From an optimization exercise on the open Yosys and OpenROAD flow, aimed at small area; shortcuts taken in it are not production practice.
In this exercise RTL edits were held to simulation tests only and were not proved equivalent to the original.
Power figures rest on the tool's default switching activity, not on a simulated workload. The clock port is modelled as an ideal driver; clocking choices that lean on that would not hold on a real chip.

==> run Z: inputs <==
## FIR_Filter
module FIR_Filter #(parameter C_S_AXI_ADDR_WIDTH = 6, C_S_AXI_DATA_WIDTH = 32, TAP_WIDTH=16)
    (
    input       S_AXI_ACLK,
    input       S_AXI_ARESETN,
    input       [C_S_AXI_ADDR_WIDTH-1:0] S_AXI_AWADDR,
    input       S_AXI_AWVALID,
    output      S_AXI_AWREADY,
    input       [C_S_AXI_DATA_WIDTH-1:0] S_AXI_WDATA,
    input       [3:0] S_AXI_WSTRB,
    input       S_AXI_WVALID,
    output      S_AXI_WREADY,
    output      [1:0] S_AXI_BRESP,
    output      S_AXI_BVALID,
    input       S_AXI_BREADY,
    input       [C_S_AXI_ADDR_WIDTH-1:0] S_AXI_ARADDR,
    input       S_AXI_ARVALID,
    output      S_AXI_ARREADY,
    output      [C_S_AXI_DATA_WIDTH-1:0] S_AXI_RDATA,
    output      [1:0] S_AXI_RRESP,
    output      S_AXI_RVALID,
    input       S_AXI_RREADY,
    input       signed [15:0] attenInput0,
    input       signed [15:0] attenInput1,
    input       signed [15:0] attenInput2,
    input       signed [15:0] attenInput3,
    input       signed [15:0] attenInput4,
    input       signed [15:0] attenInput5,
    input       signed [15:0] attenInput6,
    input       signed [15:0] attenInput7,
    input       signed [15:0] attenInput8,
    input       signed [15:0] attenInput9,
    input       signed [15:0] attenInput10,
    input       signed [15:0] attenInput11,
    input       signed [15:0] attenInput12
    );
==> flow/config.mk <==
export PLATFORM = sky130hd
export DESIGN_NAME = FIR_Filter
export DESIGN_NICKNAME = FIR_Filter
export VERILOG_FILES = /design/flow/design.v
export SDC_FILE = /design/flow/constraint.sdc
export NUM_CORES = 4
export LEC_CHECK = 0
export ABC_AREA = 1
export CAP_MARGIN = 20
export CORE_MARGIN = 2
export CORE_UTILIZATION = 65
export SLEW_MARGIN = 20
==> flow/constraint.sdc <==
create_clock -name core_clock -period 50.0 [get_ports {S_AXI_ACLK}]
set_input_delay 10.0000 -clock core_clock [delete_from_list [all_inputs] [get_ports {S_AXI_ACLK}]]
set_output_delay 10.0000 -clock core_clock [all_outputs]
set_load 0.01 [all_outputs]
standard.sh (not shown) runs the stock make flow with config.mk's settings and CLKGATE_MAP_FILE= SYNTH_SCRIPT=/design/flow/synth_recipe.tcl, a recipe that flattens the netlist after the stock synthesis.
==> flow/flow/run.sh <==
#!/bin/bash
# The standard layout (standard.sh: standard synthesis, then ORFS to
# finish) with two placement/CTS choices passed to ORFS:
#  - port buffers are sky130_fd_sc_hd__buf_1 (every port still gets one);
#  - CTS clusters up to 25 sinks within 100 um per leaf buffer and inserts
#    no dummy loads.
# The full output of the run goes to standard.log; ORFS keeps each step's own
# log under orfs/logs/.
export BUFFER_PORTS_ARGS="-buffer_cell sky130_fd_sc_hd__buf_1"
export CTS_ARGS="-sink_clustering_enable -repair_clock_nets -sink_clustering_size 25 -sink_clustering_max_diameter 100 -dont_use_dummy_load"
bash standard.sh finish > standard.log 2>&1
==> run H (differences from run Z) <==
--- a/flow/design.v
+++ b/flow/design.v
@@ -1630,11 +1630,10 @@
     assign S_AXI_RRESP = 2'b00;
     integer f, i, j, c;
     reg  [3:0]  psi;             
     wire [1:0]  phi = psi[1:0];
     reg  [3:0]  nm1;             
-    reg  [3:0]  ptr;             
     reg  [1:0]  cb [0:12];       
     reg         busy;
     reg  [1:0]  st;              
     localparam  SEL = 2'd0, MAC = 2'd1, GAIN = 2'd2;
     reg  [12:0] pend;            
@@ -1651,17 +1650,16 @@
     wire wr_tap    = idle_wr & addr_hi0 & (S_AXI_AWADDR[1:0] == 2'd1);
     wire wr_sample = idle_wr & addr_hi0 & S_AXI_AWADDR[1];
     wire done_now  = ~busy & ~wr_sample;
     reg  [15:0] fd [0:3];
     reg  [3:0]  fb [0:3];
-    reg  [3:0]  fk [0:3];
     reg  [1:0]  frp;
     reg  [2:0]  fcnt;
+    reg  [3:0]  hk;
     wire [1:0]  fwp = frp + fcnt[1:0];
     wire [15:0] hd = fd[frp];
     wire [3:0]  hb = fb[frp];
-    wire [3:0]  hk = fk[frp];
     reg  [1:0]  hc;
     always @* begin
         hc = cb[0];
         for (f = 1; f < 13; f = f + 1)
             if (hb == f) hc = cb[f];
@@ -1669,22 +1667,26 @@
     wire retire = (fcnt != 3'd0) & ((hk == 4'd0) | (((hk[1:0] + hc) & 2'd3) == phi));
     always @(posedge S_AXI_ACLK) begin
         if (wr_tap) begin
             fd[fwp] <= S_AXI_WDATA[15:0];
             fb[fwp] <= S_AXI_WDATA[31:28];
-            fk[fwp] <= ptr;
         end
         if (retire & (hk == 4'd0))
             for (f = 0; f < 13; f = f + 1)
                 if (hb == f) cb[f] <= phi;
     end
     always @(posedge S_AXI_ACLK) begin
         if (!S_AXI_ARESETN) begin
             fcnt <= 3'd0;
+            hk <= 4'd0;
         end else begin
             fcnt <= fcnt + {2'b0, wr_tap} - {2'b0, retire};
-            if (retire) frp <= frp + 2'd1;
+            if (retire) begin
+                frp <= frp + 2'd1;
+                hk <= (hk == nm1) ? 4'd0 : hk + 4'd1;
+            end else if (wr_ntaps & (fcnt == 3'd0))
+                hk <= 4'd0;
         end
     end
     reg [15:0] tl [0:12][0:3][0:3];
     always @(posedge S_AXI_ACLK) begin
         for (f = 0; f < 13; f = f + 1)
@@ -1758,37 +1760,31 @@
             if (nsel == f) ncb = cb[f];
     end
     wire can_sel = busy & (((st == SEL) & (fcnt == 3'd0)) | (st == GAIN));
     always @(posedge S_AXI_ACLK) begin
         psi <= psi + 4'd1;
-        if (wr_ntaps) begin
+        if (wr_ntaps)
             nm1 <= S_AXI_WDATA[3:0] - 4'd1;
-            ptr <= 4'd0;
-        end
-        if (wr_tap)
-            ptr <= (ptr == nm1) ? 4'd0 : ptr + 4'd1;
+        acc <= (busy & (st == MAC)) ? sum : 31'h4000;
         if (swr)
             spend <= 1'b0;
         if (wr_sample) begin
             hold  <= S_AXI_WDATA[15:0];
             ch    <= S_AXI_AWADDR[0];
             for (c = 0; c < 2; c = c + 1)
                 if (S_AXI_AWADDR[0] == c) pc[c] <= pc[c] + 4'd1;
             spend <= 1'b1;
             st    <= SEL;
             pend  <= 13'h1fff;
-            acc   <= 31'h4000;
         end
         if (busy) begin
             if (st == MAC) begin
-                acc <= sum;
                 k   <= (k == nm1) ? 4'd0 : k + 4'd1;
                 m   <= m + 4'd1;
                 if (m == nm1) st <= GAIN;
             end
             if (st == GAIN) begin
-                acc  <= 31'h4000;
                 pend <= pmask;
                 st   <= SEL;
             end
             if (can_sel & found) begin
                 st  <= MAC;
==> flow/flow/run.sh (replaced) <==
#!/bin/bash
# The standard layout (standard.sh: standard synthesis, then ORFS to
# finish) with two placement/CTS choices passed to ORFS:
#  - port buffers are sky130_fd_sc_hd__buf_1 (every port still gets one);
#  - CTS clusters up to 30 sinks within 80 um per leaf buffer and inserts
#    no dummy loads.
# The full output of the run goes to standard.log; ORFS keeps each step's own
# log under orfs/logs/.
export BUFFER_PORTS_ARGS="-buffer_cell sky130_fd_sc_hd__buf_1"
export CTS_ARGS="-sink_clustering_enable -repair_clock_nets -sink_clustering_size 30 -sink_clustering_max_diameter 80 -dont_use_dummy_load"
bash standard.sh finish > standard.log 2>&1
CORE_UTILIZATION = 75   (was 65)
==> results.txt <==
Post-layout nets: run H 11,800; run Z 11,800
Global Route met1 Usage: run H 0.511; run Z 0.466
Fill cell instance count of the final layout: run H 9,663; run Z 14,000
Simple logic cell fraction of the synthesized area: run H 0.170; run Z 0.164
Setup ws final: run H 26,580 ps; run Z 25,800 ps
Finished Cell Area: run H 0.128 sq mm; run Z 0.130 sq mm
Result of the run: run H timing/DRC/antenna clean; run Z timing/DRC/antenna clean
Total wirelength of the detailed-routed design: run H 323,000 um; run Z 328,000 um
Synthesized instance count: run H 11,400; run Z 11,300
Number of clock buffers inserted by TritonCTS: run H 161; run Z 185
Synthesized-area fraction occupied by adder cells: run H 0.0460; run Z 0.0457
Mean post-synth cell area: run H 10.7 sq um; run Z 10.8 sq um
Routed length on met1: run H 126,000 um; run Z 139,000 um
Die Ht: run H 407 um; run Z 438 um
Capture instance of the worst register-to-register path: run H acc[30]$_SDFF_PN0_; run Z acc[30]$_DFF_P_
Post-Place Setup Slack: run H 25,860 ps; run Z 25,150 ps
Number of antenna violations at the first check in global routing: run H 15; run Z 11
Power drawn by the clock network: run H 1.50 mW; run Z 1.61 mW
Number of inserted diodes: run H 7; run Z 3
Cells after DPL: run H 13,200; run Z 13,500
Worst IR Drop VDD: run H 93.0 uV; run Z 77.8 uV
PD cells: run H 53.4 mW/mm^2; run Z 57.6 mW/mm^2
Fraction of area in multi-input gates: run H 0.262; run Z 0.259
Multi-input gate area in the final layout: run H 0.0335 sq mm; run Z 0.0336 sq mm
Non-clock buffer area fraction after layout: run H 0.0182; run Z 0.0182

========
==> exp/delta: inputs <==
Another version of the RTL of FIR_Filter (not shown whole).
// FIR_Filter
module FIR_Filter #(parameter C_S_AXI_ADDR_WIDTH = 6, C_S_AXI_DATA_WIDTH = 32, TAP_WIDTH=16)
    (
    input       S_AXI_ACLK,
    input       S_AXI_ARESETN,
    input       [C_S_AXI_ADDR_WIDTH-1:0] S_AXI_AWADDR,
    input       S_AXI_AWVALID,
    output      S_AXI_AWREADY,
    input       [C_S_AXI_DATA_WIDTH-1:0] S_AXI_WDATA,
    input       [3:0] S_AXI_WSTRB,
    input       S_AXI_WVALID,
    output      S_AXI_WREADY,
    output      [1:0] S_AXI_BRESP,
    output      S_AXI_BVALID,
    input       S_AXI_BREADY,
    input       [C_S_AXI_ADDR_WIDTH-1:0] S_AXI_ARADDR,
    input       S_AXI_ARVALID,
    output      S_AXI_ARREADY,
    output      [C_S_AXI_DATA_WIDTH-1:0] S_AXI_RDATA,
    output      [1:0] S_AXI_RRESP,
    output      S_AXI_RVALID,
    input       S_AXI_RREADY,
    input       signed [15:0] attenInput0,
    input       signed [15:0] attenInput1,
    input       signed [15:0] attenInput2,
    input       signed [15:0] attenInput3,
    input       signed [15:0] attenInput4,
    input       signed [15:0] attenInput5,
    input       signed [15:0] attenInput6,
    input       signed [15:0] attenInput7,
    input       signed [15:0] attenInput8,
    input       signed [15:0] attenInput9,
    input       signed [15:0] attenInput10,
    input       signed [15:0] attenInput11,
    input       signed [15:0] attenInput12
    );
Settings: LEC_CHECK=0, ABC_AREA=1, CAP_MARGIN=20, CORE_MARGIN=2, CORE_UTILIZATION=65, SLEW_MARGIN=20; clock period 50.0 ns.
==> flow/flow/run.sh <==
#!/bin/bash
# The standard layout (standard.sh: standard synthesis, then ORFS to
# finish) with two placement/CTS choices passed to ORFS:
#  - port buffers are sky130_fd_sc_hd__buf_1 (every port still gets one);
#  - CTS clusters up to 25 sinks within 100 um per leaf buffer and inserts
#    no dummy loads.
# The full output of the run goes to standard.log; ORFS keeps each step's own
# log under orfs/logs/.
export BUFFER_PORTS_ARGS="-buffer_cell sky130_fd_sc_hd__buf_1"
export CTS_ARGS="-sink_clustering_enable -repair_clock_nets -sink_clustering_size 25 -sink_clustering_max_diameter 100 -dont_use_dummy_load"
bash standard.sh finish > standard.log 2>&1
==> inputs of exp/quartz, as changes to exp/delta <==
==> flow/run.sh (new file) <==
#!/bin/bash
# synth_recipe.tcl (not shown) runs the flow's synth.tcl, then flattens the netlist and writes it again
# the make line also repeats each setting of config.mk as NAME=value (left out here)
make -C /OpenROAD-flow-scripts/flow DESIGN_CONFIG=/design/flow/config.mk WORK_HOME=/design/flow/orfs CLKGATE_MAP_FILE= SYNTH_SCRIPT=/design/flow/synth_recipe.tcl finish
removed: flow/flow/run.sh
removed: flow/standard.sh
==> inputs of exp/sierra, as changes to exp/delta <==
==> flow/run.sh (new file) <==
#!/bin/bash
# synth_recipe.tcl (not shown) runs the flow's synth.tcl, then flattens the netlist and writes it again
# the make line also repeats each setting of config.mk as NAME=value (left out here)
make -C /OpenROAD-flow-scripts/flow DESIGN_CONFIG=/design/flow/config.mk WORK_HOME=/design/flow/orfs CLKGATE_MAP_FILE= SYNTH_SCRIPT=/design/flow/synth_recipe.tcl finish
- CTS_CLUSTER_DIAMETER: not set -> 100
- CTS_CLUSTER_SIZE: not set -> 25
removed: flow/flow/run.sh
removed: flow/standard.sh
==> results.txt <==
Of exp/delta and exp/quartz, exp/quartz has the higher clock skew (gap 0.023 ns). In synthesized cell count, exp/quartz and exp/sierra do not differ. Routed wire length, highest first: exp/quartz, exp/delta, exp/sierra. In exp/delta the fmax is higher than in exp/sierra, by 3.7%.

[static timing again, ports no longer ideal]
How much do the figures lean on ideal ports? The routed layouts below were timed once more, with nothing changed but the port constraints.
Step 1, drivers: a clkbuf_16 drives S_AXI_ACLK and a buf_2 each remaining input, both assumed.
Step 2 adds t to the input delays and takes it off the output delays; t is the mean of the earliest and latest rising clock arrival at the registers after step 1. Input paths then give back, and output paths get back, about the clock's delay inside the block.
Slacks: no drivers / after step 1 / after step 2; pairs: no drivers / after step 1.
run | t, ns | setup slack, ns | cell pins on the clock port's net
run Z | 0.934 | 25.799 / 25.866 / 24.932 | 1
run H | 0.899 | 26.579 / 26.616 / 25.717 | 1
exp/delta | 0.928 | 29.541 / 29.517 / 29.517 | 1
exp/quartz | 1.010 | 28.784 / 28.755 / 28.755 | 1
exp/sierra | 0.931 | 28.784 / 28.755 / 28.755 | 1
After both steps setup and hold are still met in every run listed. For run Z, which loses most, drivers alone change the setup slack by +0.067 ns; drivers and shift together by -0.867 ns.
